What follows belongs to an exercise in optimizing a design on an open flow for small area and a short achievable clock period; a production flow would make more cautious choices.
Where RTL was checked, it was by simulation tests only, not by an equivalence proof against the original.
Power figures rest on the tool's default switching activity, not on a simulated workload.

== quartz ==
// exe_stage
module exe_stage (
	input  wire        clk,
	input  wire        rst,
	input  wire [31:0] instr,
	input  wire [31:0] rs1,
	input  wire [31:0] rs2,
	input  wire [31:0] pc_next,
	output reg  [31:0] result,
	output reg         flag_n,
	output reg         flag_c,
	output reg         flag_v,
	output reg         flag_z,
	output reg         ready,
	output reg         branch,
	output reg  [31:0] target
	);
export LEC_CHECK = 0
export CAP_MARGIN = 20
export CORE_MARGIN = 2
export CORE_UTILIZATION = 35
export PLACE_DENSITY = 0.55
export SETUP_SLACK_MARGIN = 4.5
export SLEW_MARGIN = 20
export TNS_END_PERCENT = 0
create_clock -name core_clock -period 9.0 [get_ports {clk}]
standard.sh (not shown) runs the stock make flow with config.mk's settings and CLKGATE_MAP_FILE= SYNTH_SCRIPT=/design/flow/synth_recipe.tcl, a recipe that flattens the netlist after the stock synthesis.
==> flow/flow/run.sh <==
#!/bin/bash
# The standard layout (standard.sh), changed in three ways:
#  - synthesis maps with flow/abc_map.script (see flow/synth.tcl);
#  - full adders are not extracted into fa/ha cells before ABC
#    (ADDER_MAP_FILE empty), so the prefix adders keep their structure;
#  - the port buffers are buf_1 cells instead of the clkdlybuf4s50 delay
#    cell that buffer_ports picks by default.
set -o pipefail
export FLOW_FLOW_DIR="$PWD/flow"
export BUFFER_PORTS_ARGS="-buffer_cell sky130_fd_sc_hd__buf_1"
bash standard.sh ADDER_MAP_FILE= SYNTH_SCRIPT="$PWD/flow/synth.tcl" finish 2>&1 | tee make.log
==> flow/flow/abc_map.script <==
strash
dch
map -D 2500
buffer -p
upsize -D 2500
dnsize -D 2500
==> flow/flow/synth.tcl <==
# The standard flow's synthesis script (synth_recipe.tcl) with one change: the ABC pass
# uses flow/abc_map.script (delay-targeted mapping with area recovery)
# instead of ORFS's abc_speed.script. Registers are mapped before ABC runs,
# so they are the same as in the standard synthesis.
proc synth {args} { yosys synth -nofsm -noshare {*}$args }
proc fix_abc_args {name1 name2 op} {
  global abc_args
  set i [lsearch $abc_args -script]
  lset abc_args [expr {$i + 1}] $::env(FLOW_FLOW_DIR)/abc_map.script
}
trace add variable ::abc_args write fix_abc_args
source $::env(SCRIPTS_DIR)/synth.tcl
# left out here: clear keep_hierarchy, flatten, clean up, hide names made inside functions, write 1_2_yosys.v
quartz went all the way through the flow, and no timing, DRC or antenna check failed.
What maple does differently from quartz at the input level:
Settings: SETUP_SLACK_MARGIN changed from 4.5 to 5; CORE_UTILIZATION changed from 35 to 40; PLACE_DENSITY changed from 0.55 to 0.6.
==> flow/flow/abc_map.script <==
strash
dch
map -D 2000
buffer -p
upsize -D 2000
dnsize -D 2000
Results
Cell area of maple exceeds that of quartz by more than 10%.
In the reports for maple and quartz, the smaller sequential cell area share belongs to maple.
[compare] base=quartz new=maple: relative contribution of combinational cells to total power has increased, global-route usage up 5.0 points, overall routed net length now larger, cell count climbed 161, total power saw an increase.
For the post-cts sizing count, maple came in 147 higher than quartz did.
maple: number of unique standard cell types used by synthesis is 2.6% higher than what quartz reported.
Compare maple and quartz | post-synthesis share of cell area spent on and, or, nand and nor gates lower: quartz
Higher area fraction of clock buffers and clock inverters among maple and quartz: quartz

---

The RTL this note starts from:
==> flow/design.v <==
module exe_stage (
	input  wire        clk,
	input  wire        rst,
	input  wire [31:0] instr,
	input  wire [31:0] rs1,
	input  wire [31:0] rs2,
	input  wire [31:0] pc_next,
	output reg  [31:0] result,
	output reg         flag_n,
	output reg         flag_c,
	output reg         flag_v,
	output reg         flag_z,
	output reg         ready,
	output reg         branch,
	output reg  [31:0] target
	);
wire [2:0]  op    = instr[31:29];
wire [4:0]  opula = instr[28:24];
wire [3:0]  cond  = instr[23:20];
wire        bop   = instr[24];
wire [31:0] imm   = {{16{instr[15]}}, instr[15:0]};
wire en   = (op == 3'b001) | (op == 3'b010) | (op[2] & op[1]);
wire pcen = op[2] & (op[1] | op[0]);
wire [31:0] A = rs1;
wire [31:0] B = (op == 3'b010) ? rs2 : imm;
reg  [4:0] sel_q;
reg        rst_q;    
wire       opula_def = ~(opula[4] & (opula[3] | (opula[2] & opula[1] & opula[0])));
wire [4:0] s = opula_def ? opula : sel_q;
reg arith, sub, zb, invb, cin, shl, shr, sg, sp, oi;
always @(*) begin
	arith = 1'b0; sub = 1'b0; zb = 1'b0; invb = 1'b0; cin = 1'b0;
	shl = 1'b0; shr = 1'b0; sg = 1'b0; sp = 1'b0; oi = 1'b0;
	case (s)
		5'd0, 5'd8, 5'd12, 5'd22: begin arith = 1'b1; sp = 1'b1; end                
		5'd1:  begin arith = 1'b1; sp = 1'b1; cin = 1'b1; end                      
		5'd2:  begin arith = 1'b1; sp = 1'b1; cin = 1'b1; zb = 1'b1; end           
		5'd3:  begin arith = 1'b1; sp = 1'b1; sub = 1'b1; invb = 1'b1; end         
		5'd4:  begin arith = 1'b1; sp = 1'b1; sub = 1'b1; invb = 1'b1; cin = 1'b1; end  
		5'd5:  begin arith = 1'b1; sp = 1'b1; sub = 1'b1; invb = 1'b1; zb = 1'b1; end   
		5'd6:  shl = 1'b1;
		5'd7:  shr = 1'b1;
		5'd9:  begin sg = 1'b1; end                                       
		5'd10: begin invb = 1'b1; sg = 1'b1; sp = 1'b1; oi = 1'b1; end    
		5'd11: begin invb = 1'b1; sg = 1'b1; end                          
		5'd13, 5'd15: begin sg = 1'b1; sp = 1'b1; end                     
		5'd14: begin sp = 1'b1; end                                       
		5'd16: begin sg = 1'b1; oi = 1'b1; end                            
		5'd17: begin sp = 1'b1; oi = 1'b1; end                            
		5'd18: begin zb = 1'b1; invb = 1'b1; sp = 1'b1; end               
		5'd19: begin invb = 1'b1; sg = 1'b1; oi = 1'b1; end               
		5'd20: begin invb = 1'b1; sg = 1'b1; sp = 1'b1; end               
		5'd21: begin sg = 1'b1; sp = 1'b1; oi = 1'b1; end                 
		default: ;
	endcase
end
wire [31:0] Bp = (B & {32{~zb}}) ^ {32{invb}};
wire [32:0] sum = {1'b0, A} + {1'b0, Bp} + {32'd0, cin};
wire [31:0] g = A & Bp;
wire [31:0] p = A ^ Bp;
wire [31:0] lu = ((g & {32{sg}}) | (p & {32{sp}})) ^ {32{oi}};
function [31:0] rev32(input [31:0] x);
	integer k;
	for (k = 0; k < 32; k = k + 1) rev32[k] = x[31 - k];
endfunction
wire        big = |B[31:5];
wire [31:0] sh_in = shl ? rev32(A) : A;
wire [31:0] sh = sh_in >> B[4:0];
wire [31:0] shres = big ? 32'd0 : (shl ? rev32(sh) : sh);
wire [31:0] alu = arith ? sum[31:0] : ((shl | shr) ? shres : lu);
wire [31:0] R   = en ? alu : result;
wire ar_en = en & arith;
wire n_d = ar_en ? sum[31] : flag_n;
wire c_d = ar_en ? (sum[32] ^ sub) : flag_c;
wire z_d = en ? ~|alu : (flag_z | rst_q);
wire v_d = arith & (A[31] ^ R[31]) & ((A[31] ^ B[31] ^ ~sub) | (en & zb & (A[31] ^ ~sub)));
wire zq = flag_z | rst_q;
wire v_q = arith & (A[31] ^ result[31]) & (A[31] ^ B[31] ^ ~sub);
reg  br_d;
always @(*) begin
	br_d = branch;
	if (!pcen)
		br_d = 1'b0;
	else if (op[1])
		br_d = 1'b1;
	else
		case (cond)
			4'd0: br_d = flag_n == bop;
			4'd1: br_d = zq == bop;
			4'd2: br_d = flag_c == bop;
			4'd3: br_d = (flag_n | zq) == bop;
			4'd4: br_d = v_q == bop;
			default: ;
		endcase
end
wire [31:0] target_d = pc_next + imm;
always @(posedge clk) begin
	rst_q <= rst;
	if (rst) begin
		result <= 32'd0;
		flag_n <= 1'b0;
		flag_c <= 1'b0;
		flag_v <= 1'b0;
		flag_z <= 1'b0;
		ready  <= 1'b0;
		branch <= 1'b0;
		target <= 32'd0;
		sel_q  <= 5'd18;
	end
	else begin
		result <= R;
		flag_n <= n_d;
		flag_c <= c_d;
		flag_v <= v_d;
		flag_z <= z_d;
		ready  <= en;
		branch <= br_d;
		target <= target_d;
		sel_q  <= s;
	end
end
endmodule
Settings: LEC_CHECK=0, CAP_MARGIN=20, CORE_MARGIN=2, CORE_UTILIZATION=40, PLACE_DENSITY=0.6, SLEW_MARGIN=20; clock period 9.0 ns.
==> flow/flow/run.sh <==
#!/bin/bash
set -o pipefail
cp standard.sh standard_sh.txt
export BUFFER_PORTS_ARGS="-buffer_cell sky130_fd_sc_hd__buf_2"
bash standard.sh > standard.log 2>&1
The starting point finished with timing, DRC and antenna clean.
Rerun with:
==> flow/run.sh (new file) <==
#!/bin/bash
# synth_recipe.tcl (not shown) runs the flow's synth.tcl, then flattens the netlist and writes it again
# the make line also repeats each setting of config.mk as NAME=value (left out here)
make -C /OpenROAD-flow-scripts/flow DESIGN_CONFIG=/design/flow/config.mk WORK_HOME=/design/flow/orfs CLKGATE_MAP_FILE= SYNTH_SCRIPT=/design/flow/synth_recipe.tcl finish
removed: flow/flow/run.sh
removed: flow/standard.sh
What happened: The new run passed the timing, DRC and antenna checks. Power goes up by 5.2%. Hold slack gets better by 0.0053 ns. Via count goes up by about 0.8%.
No run of this note included a check of the RTL's function; only the layout flow was run.

---

Setup of build 29:
RTL: one of the versions met above, not the one the previous note started from.
For scale: roughly 80 flip-flops.
Settings: LEC_CHECK=0, CAP_MARGIN=20, CORE_MARGIN=2, CORE_UTILIZATION=50, PLACE_DENSITY=0.65, SETUP_SLACK_MARGIN=4.5, SLEW_MARGIN=20, TNS_END_PERCENT=0; clock period 9.0 ns.
==> flow/flow/run.sh <==
#!/bin/bash
# The standard layout (standard.sh), changed in three ways:
#  - synthesis maps with flow/abc_map.script (see flow/synth.tcl);
#  - full adders are not extracted into fa/ha cells before ABC
#    (ADDER_MAP_FILE empty), so the prefix adders keep their structure;
#  - the port buffers are buf_1 cells instead of the clkdlybuf4s50 delay
#    cell that buffer_ports picks by default.
set -o pipefail
export FLOW_FLOW_DIR="$PWD/flow"
export BUFFER_PORTS_ARGS="-buffer_cell sky130_fd_sc_hd__buf_1"
bash standard.sh ADDER_MAP_FILE= SYNTH_SCRIPT="$PWD/flow/synth.tcl" finish 2>&1 | tee make.log
==> flow/flow/abc_map.script <==
strash
dch
map -D 2500
buffer -p
upsize -D 2500
dnsize -D 2500
Scripts as last shown in full above: flow/flow/synth.tcl
--- input diff build 29..build 1 ---
Settings: changing SETUP_SLACK_MARGIN from 4.5 to 4; changing PLACE_DENSITY from 0.65 to 0.6; changing CORE_UTILIZATION from 50 to 40.
==> comparison <==
Hold slack on build 1 is behind build 29.
Compared with build 29, build 1 degrades maximum clock frequency.
Build 1 ends up with lower post-layout worst setup margin than build 29 does.
On build 1: filler-free cell count of the finished design is about 4% higher than what build 29 gave.
| cell area after placement | higher: build 1 |
Setup changes, build 1 to build 63
Settings: TNS_END_PERCENT removed (was 0).
==> flow/flow/run.sh <==
#!/bin/bash
# The standard layout (standard.sh), changed in three ways:
#  - synthesis maps with flow/abc_map.script (see flow/synth.tcl);
#  - full adders are not extracted into fa/ha cells before ABC
#    (ADDER_MAP_FILE empty), so the prefix adders keep their structure;
#  - the port buffers are buf_2 cells instead of the clkdlybuf4s50 delay
#    cell that buffer_ports picks by default.
set -o pipefail
export FLOW_FLOW_DIR="$PWD/flow"
export BUFFER_PORTS_ARGS="-buffer_cell sky130_fd_sc_hd__buf_2"
bash standard.sh ADDER_MAP_FILE= SYNTH_SCRIPT="$PWD/flow/synth.tcl" finish 2>&1 | tee make.log
### Flow results
- Cmp build 63 vs build 1: final design utilization higher in build 63
- Going from build 1 to build 63, number of non-clock inverters in the layout level; wire length of the first global-routing pass moved down; combinational gate power level; met1 demand-to-capacity share in global routing moved down.
- [build 63] number of gates on the worst path with buffers counted rose 6 relative to build 1
- On slack of the worst reg-to-reg path, build 63 does worse than build 1.
The inputs of build 82 differ from those of build 63 as listed below.
Settings: an added TNS_END_PERCENT of 0; a change of SETUP_SLACK_MARGIN from 4 to 4.5.
==> flow/flow/run.sh <==
#!/bin/bash
# The standard layout (standard.sh), changed in three ways:
#  - synthesis maps with flow/abc_map.script (see flow/synth.tcl);
#  - full adders are not extracted into fa/ha cells before ABC
#    (ADDER_MAP_FILE empty), so the prefix adders keep their structure;
#  - the port buffers are buf_1 cells instead of the clkdlybuf4s50 delay
#    cell that buffer_ports picks by default.
set -o pipefail
export FLOW_FLOW_DIR="$PWD/flow"
export BUFFER_PORTS_ARGS="-buffer_cell sky130_fd_sc_hd__buf_1"
bash standard.sh ADDER_MAP_FILE= SYNTH_SCRIPT="$PWD/flow/synth.tcl" finish 2>&1 | tee make.log
Notes after the runs:
Sort build 63 and build 82 by length of routed wiring on met1 asc -> top: build 82. Cmp build 63 and build 82 / design area / higher: build 63. Compared with build 63, build 82 supports a higher clock frequency. Against build 63 as the reference, build 82 delivers a lower worst hold slack after final layout. Build 82 ends up with a sequential cell fraction of total power that is 0.7 points higher than in build 63. Going from build 63 to build 82, global-route usage rose by 0.74 points, power density of the placed cells stayed essentially flat, sequential share of layout area rose by 0.41 points, internal power contribution fell by about 5%. Build 63 ended up with sky130_fd_sc_hd__xor2_1 as its highest-delay cell along the critical path; build 82 ended up with sky130_fd_sc_hd__a31oi_1.
Input changes introduced in build 49 (baseline for comparison: build 82):
==> flow/flow/abc_map.script <==
strash
&get -n
&st
&syn2
&dch
&nf -D 2500
&put
buffer -p
upsize -D 2500
dnsize -D 2500
stime -p
Results
Summary of the comparison: layout overhead on the synthesized area is higher in build 49, relative to build 82.
On power, build 49 does worse than build 82.
Comparing the two runs side by side, build 49 comes out ahead of build 82 on full die area.
Most frequent standard cell in the layout excluding fill and tap cells: sky130_fd_sc_hd__nand2_1 -> build 82, sky130_fd_sc_hd__buf_1 -> build 49
Build 49 ended up with a higher number of vias per cell after detailed routing than build 82 did.
Between build 82 and build 49, relative contribution of the clock network to total power increased.
Summary of build 49 over build 82: post-placement cell count lost about 15%, die span in y went down by 1.1%.

## what the ideal ports hide
The results above use ideal ports. As a check the final layouts listed here were re-extracted and re-timed, cells and wires unchanged.
Step 1, drivers: a clkbuf_16 drives clk and a buf_2 each remaining input, both assumed.
Step 2 also shifts input and output timing later by t, the mid clock arrival at the registers, as if the neighbouring blocks saw the same clock.
Slacks: no drivers / after step 1 / after step 2; pairs: no drivers / after step 1.
run | t, ns | slack for setup (ns) | worst data-port slew with drivers (ns) | cell pins on the clock port's net
quartz | 0.406 | 4.007 / 4.036 / 3.630 | 0.07 | 1
maple | 0.405 | 4.322 / 4.334 / 3.928 | 0.07 | 1
the first run of note 2 | 0.395 | 0.900 / 0.930 / 0.536 | 0.05 | 1
the second run of note 2 | 0.392 | 1.068 / 1.087 / 0.695 | 0.06 | 1
build 29 | 0.410 | 4.094 / 4.111 / 3.701 | 0.05 | 1
build 1 | 0.402 | 4.046 / 4.072 / 3.670 | 0.06 | 1
build 63 | 0.407 | 4.059 / 4.076 / 3.669 | 0.06 | 1
build 82 | 0.405 | 4.109 / 4.138 / 3.732 | 0.06 | 1
build 49 | 0.412 | 3.797 / 3.811 / 3.399 | 0.08 | 1
After both steps every run listed still meets setup and hold. For build 49, which loses most, drivers alone change the setup slack by +0.014 ns; drivers and shift together by -0.398 ns.
